This is an optimization exercise on Yosys and OpenROAD, whose aim is a short achievable clock period and few clock cycles, not a production implementation. In this exercise RTL edits were held to simulation tests only and were not proved equivalent to the original. Power is estimated from default activity; no workload was simulated.

==> job 4205: inputs <==
==> flow/design.v (excerpt) <==
module cpu_core
(
  output wire [9:0]   o_imem_addr ,
  output wire [9:0]   o_dmem_addr ,
  output wire         o_dmem_we   ,
  output wire [31:0]  o_dmem_wdata,
  input  wire [31:0]  i_imem_data ,
  input  wire [31:0]  i_dmem_rdata,
  input  wire         i_en        ,
  input  wire         i_rst       ,
  input  wire         clk
);
clock: 10.5 ns
lec_check: 0
cap_margin: 40
core_margin: 2
core_utilization: 60
place_density: 0.6
slew_margin: 40
synth_hierarchical: 1
tns_end_percent: 100
standard.sh (not shown) runs the stock make flow with config.mk's settings and CLKGATE_MAP_FILE= SYNTH_SCRIPT=/design/flow/synth_recipe.tcl, a recipe that flattens the netlist after the stock synthesis.
==> flow/flow/run.sh <==
#!/bin/bash
# Standard ORFS layout (the standard.sh, unchanged synthesis), with a larger setup-slack
# margin for the resizer's repair_timing steps so that timing is optimised past the 10.5 ns
# constraint. The clock period and I/O constraints are the design's.
set -euo pipefail
bash standard.sh SETUP_SLACK_MARGIN=6 finish > run_standard.log 2>&1
==> inputs of job 9798, as changes to job 4205 <==
--- a/flow/design.v
+++ b/flow/design.v
@@ -43,20 +43,24 @@
   input  wire         i_en        ,
   input  wire         i_rst       ,
   input  wire         clk
 );
   reg  [31:0] pc_f;                        
+  reg         was_dis;                     
+  reg  [31:0] ex_pc;                       
+  reg         ex_valid;                    
   reg  [31:0] ex_a, ex_b;                  
   reg  [31:0] ex_sd;                       
   reg  [9:0]  ex_abase;                    
   reg  [9:0]  ex_aoff;                     
   reg  [31:0] ex_pre;                      
   reg  [31:0] ex_alt;                      
   reg  [4:0]  ex_rd;
   reg         ex_wen;                      
   reg  [31:1] ex_wsel;                     
   reg         ex_st;
+  reg         ex_st_ok;                    
   reg         ex_ld_b, ex_ld_h, ex_ld_w, ex_ld_bu, ex_ld_hu;
   reg         ex_use_pre;
   reg         ex_jalr;
   reg         ex_jslow;                    
   reg         ex_pt;                       
@@ -71,11 +75,13 @@
   wire        ltu    = (ex_a <  ex_b);
   wire        lt     = ($signed(ex_a) < $signed(ex_b));
   wire        cond   = (ex_beq  &  eq ) | (ex_bne  & ~eq ) |
                        (ex_blt  &  lt ) | (ex_bge  & ~lt ) |
                        (ex_bltu &  ltu) | (ex_bgeu & ~ltu);
-  wire        mispred = ex_jslow | (cond ^ ex_pt);
+  wire        kill    = was_dis;
+  wire        mispred = ~kill & (ex_jslow | (cond ^ ex_pt));
+  wire [31:0] replay_pc = ex_valid ? ex_pc : pc_f;
   wire [31:0] sum    = ex_a + ex_b;
   wire [31:0] diff   = ex_a - ex_b;
   wire [31:0] shl    = ex_a << ex_b[4:0];
   wire [31:0] shr    = ex_a >> ex_b[4:0];
   wire [31:0] sha    = $signed(ex_a) >>> ex_b[4:0];
@@ -96,11 +102,11 @@
                        ({32{ex_ld_hu}} & {16'd0,         rdw[15:0]}   );
   wire [31:0] res    = ldv | alu | ({32{ex_use_pre}} & ex_pre);
   wire [31:0] fix_pc = ex_jalr ? sum : ex_alt;
   assign o_imem_addr  = pc_f[11:2];
   add_cs10 u_dadd (.o_sum(o_dmem_addr), .i_a(ex_abase), .i_b(ex_aoff));
-  assign o_dmem_we    = i_en & ex_st;
+  assign o_dmem_we    = i_en & ex_st_ok;
   assign o_dmem_wdata = ex_sd;
   wire [31:0] ins    = i_imem_data;
   wire [4:0]  opc    = ins[6:2];
   wire [2:0]  f3     = ins[14:12];
   wire [4:0]  rd     = ins[11:7];
@@ -122,11 +128,11 @@
   wire [31:0] imm_b  = {{19{ins[31]}}, ins[31], ins[7], ins[30:25], ins[11:8], 1'b0};
   wire [31:0] imm_u  = {ins[31:12], 12'd0};
   wire [31:0] imm_j  = {{11{ins[31]}}, ins[31], ins[19:12], ins[20], ins[30:21], 1'b0};
   wire        writes = is_lui | is_auipc | is_jal | is_jalr | is_ld | is_alu;
   wire        wen    = writes & (rd != 5'd0);
-  wire        v      = ~mispred;           
+  wire        v      = ~mispred & ~kill;   
   wire [31:0] rf [0:31];
   assign rf[0] = 32'd0;
   genvar gi;
   generate
     for (gi = 1; gi < 32; gi = gi + 1) begin : g_rf
@@ -146,19 +152,32 @@
   wire [5:0]  bidx   = pc_f[7:2];
   wire        br_pt  = is_br & (bh_v[bidx] ? bh_t[bidx] : br_st);
   wire        jfast  = is_jalr & fwd1 & ex_use_pre;
   add_32 u_pcjr (.o_sum(pc_jr), .i_a(ex_pre), .i_b(imm_i));
   wire [31:0] pc_pred = is_jal ? pc_j : br_pt ? pc_b : jfast ? pc_jr : pc_4;
-  wire [31:0] pc_next = mispred ? fix_pc : pc_pred;
+  wire [31:0] pc_next = kill ? replay_pc : mispred ? fix_pc : pc_pred;
   wire [9:0]  ls_off = is_st ? {ins[29:25], ins[11:7]} : ins[29:20];
   integer k;
   always @(posedge clk) begin
     if (i_rst) begin
       pc_f       <= 32'd0;
+      ex_valid   <= 1'b0;
+    end else if (i_en) begin
+      pc_f       <= pc_next;
+      ex_valid   <= v;
+      ex_pc      <= pc_f;
+    end
+  end
+  always @(posedge clk) begin
+    was_dis <= ~i_rst & ~i_en;
+  end
+  always @(posedge clk) begin
+    if (i_rst) begin
       ex_wen     <= 1'b0;
       ex_wsel    <= 31'd0;
       ex_st      <= 1'b0;
+      ex_st_ok   <= 1'b0;
       ex_ld_b    <= 1'b0;
       ex_ld_h    <= 1'b0;
       ex_ld_w    <= 1'b0;
       ex_ld_bu   <= 1'b0;
       ex_ld_hu   <= 1'b0;
@@ -181,16 +200,16 @@
       op_xor     <= 1'b0;
       op_srl     <= 1'b0;
       op_sra     <= 1'b0;
       op_or      <= 1'b0;
       op_and     <= 1'b0;
-    end else if (i_en) begin
-      pc_f       <= pc_next;
+    end else begin
       ex_wen     <= v & wen;
       for (k = 1; k < 32; k = k + 1)
         ex_wsel[k] <= v & wen & (rd == k);
       ex_st      <= v & is_st;
+      ex_st_ok   <= v & is_st & i_en;      
       ex_ld_b    <= v & is_ld & (f3 == 3'b000);
       ex_ld_h    <= v & is_ld & (f3 == 3'b001);
       ex_ld_w    <= v & is_ld & (f3 == 3'b010);
       ex_ld_bu   <= v & is_ld & (f3 == 3'b100);
       ex_ld_hu   <= v & is_ld & (f3 == 3'b101);
@@ -216,41 +235,35 @@
       op_or      <= v & is_alu & (f3 == 3'b110);
       op_and     <= v & is_alu & (f3 == 3'b111);
     end
   end
   always @(posedge clk) begin
-    if (i_en) begin
-      ex_rd   <= rd;
-      ex_a    <= rv1;
-      ex_b    <= (is_op | is_br) ? rv2 : imm_i;
-      ex_sd   <= rv2;
-      ex_pre  <= is_lui ? imm_u : is_auipc ? pc_u : pc_4;
-      ex_alt  <= br_pt ? pc_4 : pc_b;
-      ex_bidx <= bidx;
-    end
+    ex_rd    <= rd;
+    ex_a     <= rv1;
+    ex_b     <= (is_op | is_br) ? rv2 : imm_i;
+    ex_sd    <= rv2;
+    ex_pre   <= is_lui ? imm_u : is_auipc ? pc_u : pc_4;
+    ex_alt   <= br_pt ? pc_4 : pc_b;
+    ex_bidx  <= bidx;
+    ex_abase <= rv1[9:0];
+    ex_aoff  <= ls_off;
   end
   always @(posedge clk) begin
     for (k = 0; k < 64; k = k + 1) begin
       if (i_rst) begin
         bh_v[k] <= 1'b0;
         bh_t[k] <= 1'b0;
-      end else if (i_en & ex_br & (ex_bidx == k)) begin
+      end else if (i_en & ~kill & ex_br & (ex_bidx == k)) begin
         bh_v[k] <= 1'b1;
         bh_t[k] <= cond;
       end
     end
   end
   always @(posedge clk) begin
-    if (i_en & (is_ld | is_st)) begin
-      ex_abase <= rv1[9:0];
-      ex_aoff  <= ls_off;
-    end
-  end
-  always @(posedge clk) begin
     for (k = 1; k < 32; k = k + 1) begin
       if (i_rst)
         regs[k] <= 32'd0;
-      else if (i_en & ex_wsel[k])
+      else if (i_en & ~kill & ex_wsel[k])
         regs[k] <= res;
     end
   end
 endmodule
CORE_UTILIZATION = 50   (was 60)
==> comparison <==
Of job 4205 and job 9798, job 9798 has the higher synthesized cell count (gap about 0.56%, measured against job 9798). Between job 4205 and job 9798, the lower count of clock-buffer cells in the layout is in job 4205 (gap 4). In sequential power, job 9798 and job 4205 hardly differ. In job 4205 the cell area is smaller than in job 9798, by 1.2%. Of job 9798 and job 4205, job 4205 has the higher register-to-register slack (gap 30 ps). Between job 4205 and job 9798, the lower sequential cell count is in job 4205 (gap 24). Worst setup slack: job 4205 is higher than job 9798 (11 ps). Job 9798 went through all stages and came out clean. Job 4205 produced a clean layout. Against job 9798, the total power of job 4205 is lower by about 2.5%. Of job 4205 and job 9798, job 9798 has the higher hold slack (gap 7.8 ps).
Testbench counts of job 4205, summed over its fixed seeds: cycles 12,234.
Testbench counts of job 9798, summed over its fixed seeds: cycles 12,234.

[afterwards: timing with drivers on the ports]
How much do the figures lean on ideal ports? The routed layouts below were timed once more, with nothing changed but the port constraints.
Step 1 sets driving cells, clkbuf_16 on the clock port and buf_2 on the other inputs (assumed; they add their load-dependent delay and slew).
Step 2 adds t to the input delays and takes it off the output delays; t is the mean of the earliest and latest rising clock arrival at the registers after step 1. Input paths then give back, and output paths get back, about the clock's delay inside the block.
Slacks: no drivers / after step 1 / after step 2; pairs: no drivers / after step 1.
| run | t (ns) | setup WS [ns] | hold slack, ns | worst slew at a driven data input, ns | pins driven straight from the clock port |
|---|---|---|---|---|---|
| job 4205 | 0.898 | 5.684 / 5.601 / 4.928 | 0.453 / 0.453 / 0.453 | 0.21 | 1 |
| job 9798 | 0.895 | 5.673 / 5.594 / 4.939 | 0.461 / 0.461 / 0.461 | 0.09 | 1 |
After both steps every run listed still meets setup and hold. For job 4205, which loses most, drivers alone change the setup slack by -0.083 ns; drivers and shift together by -0.756 ns.
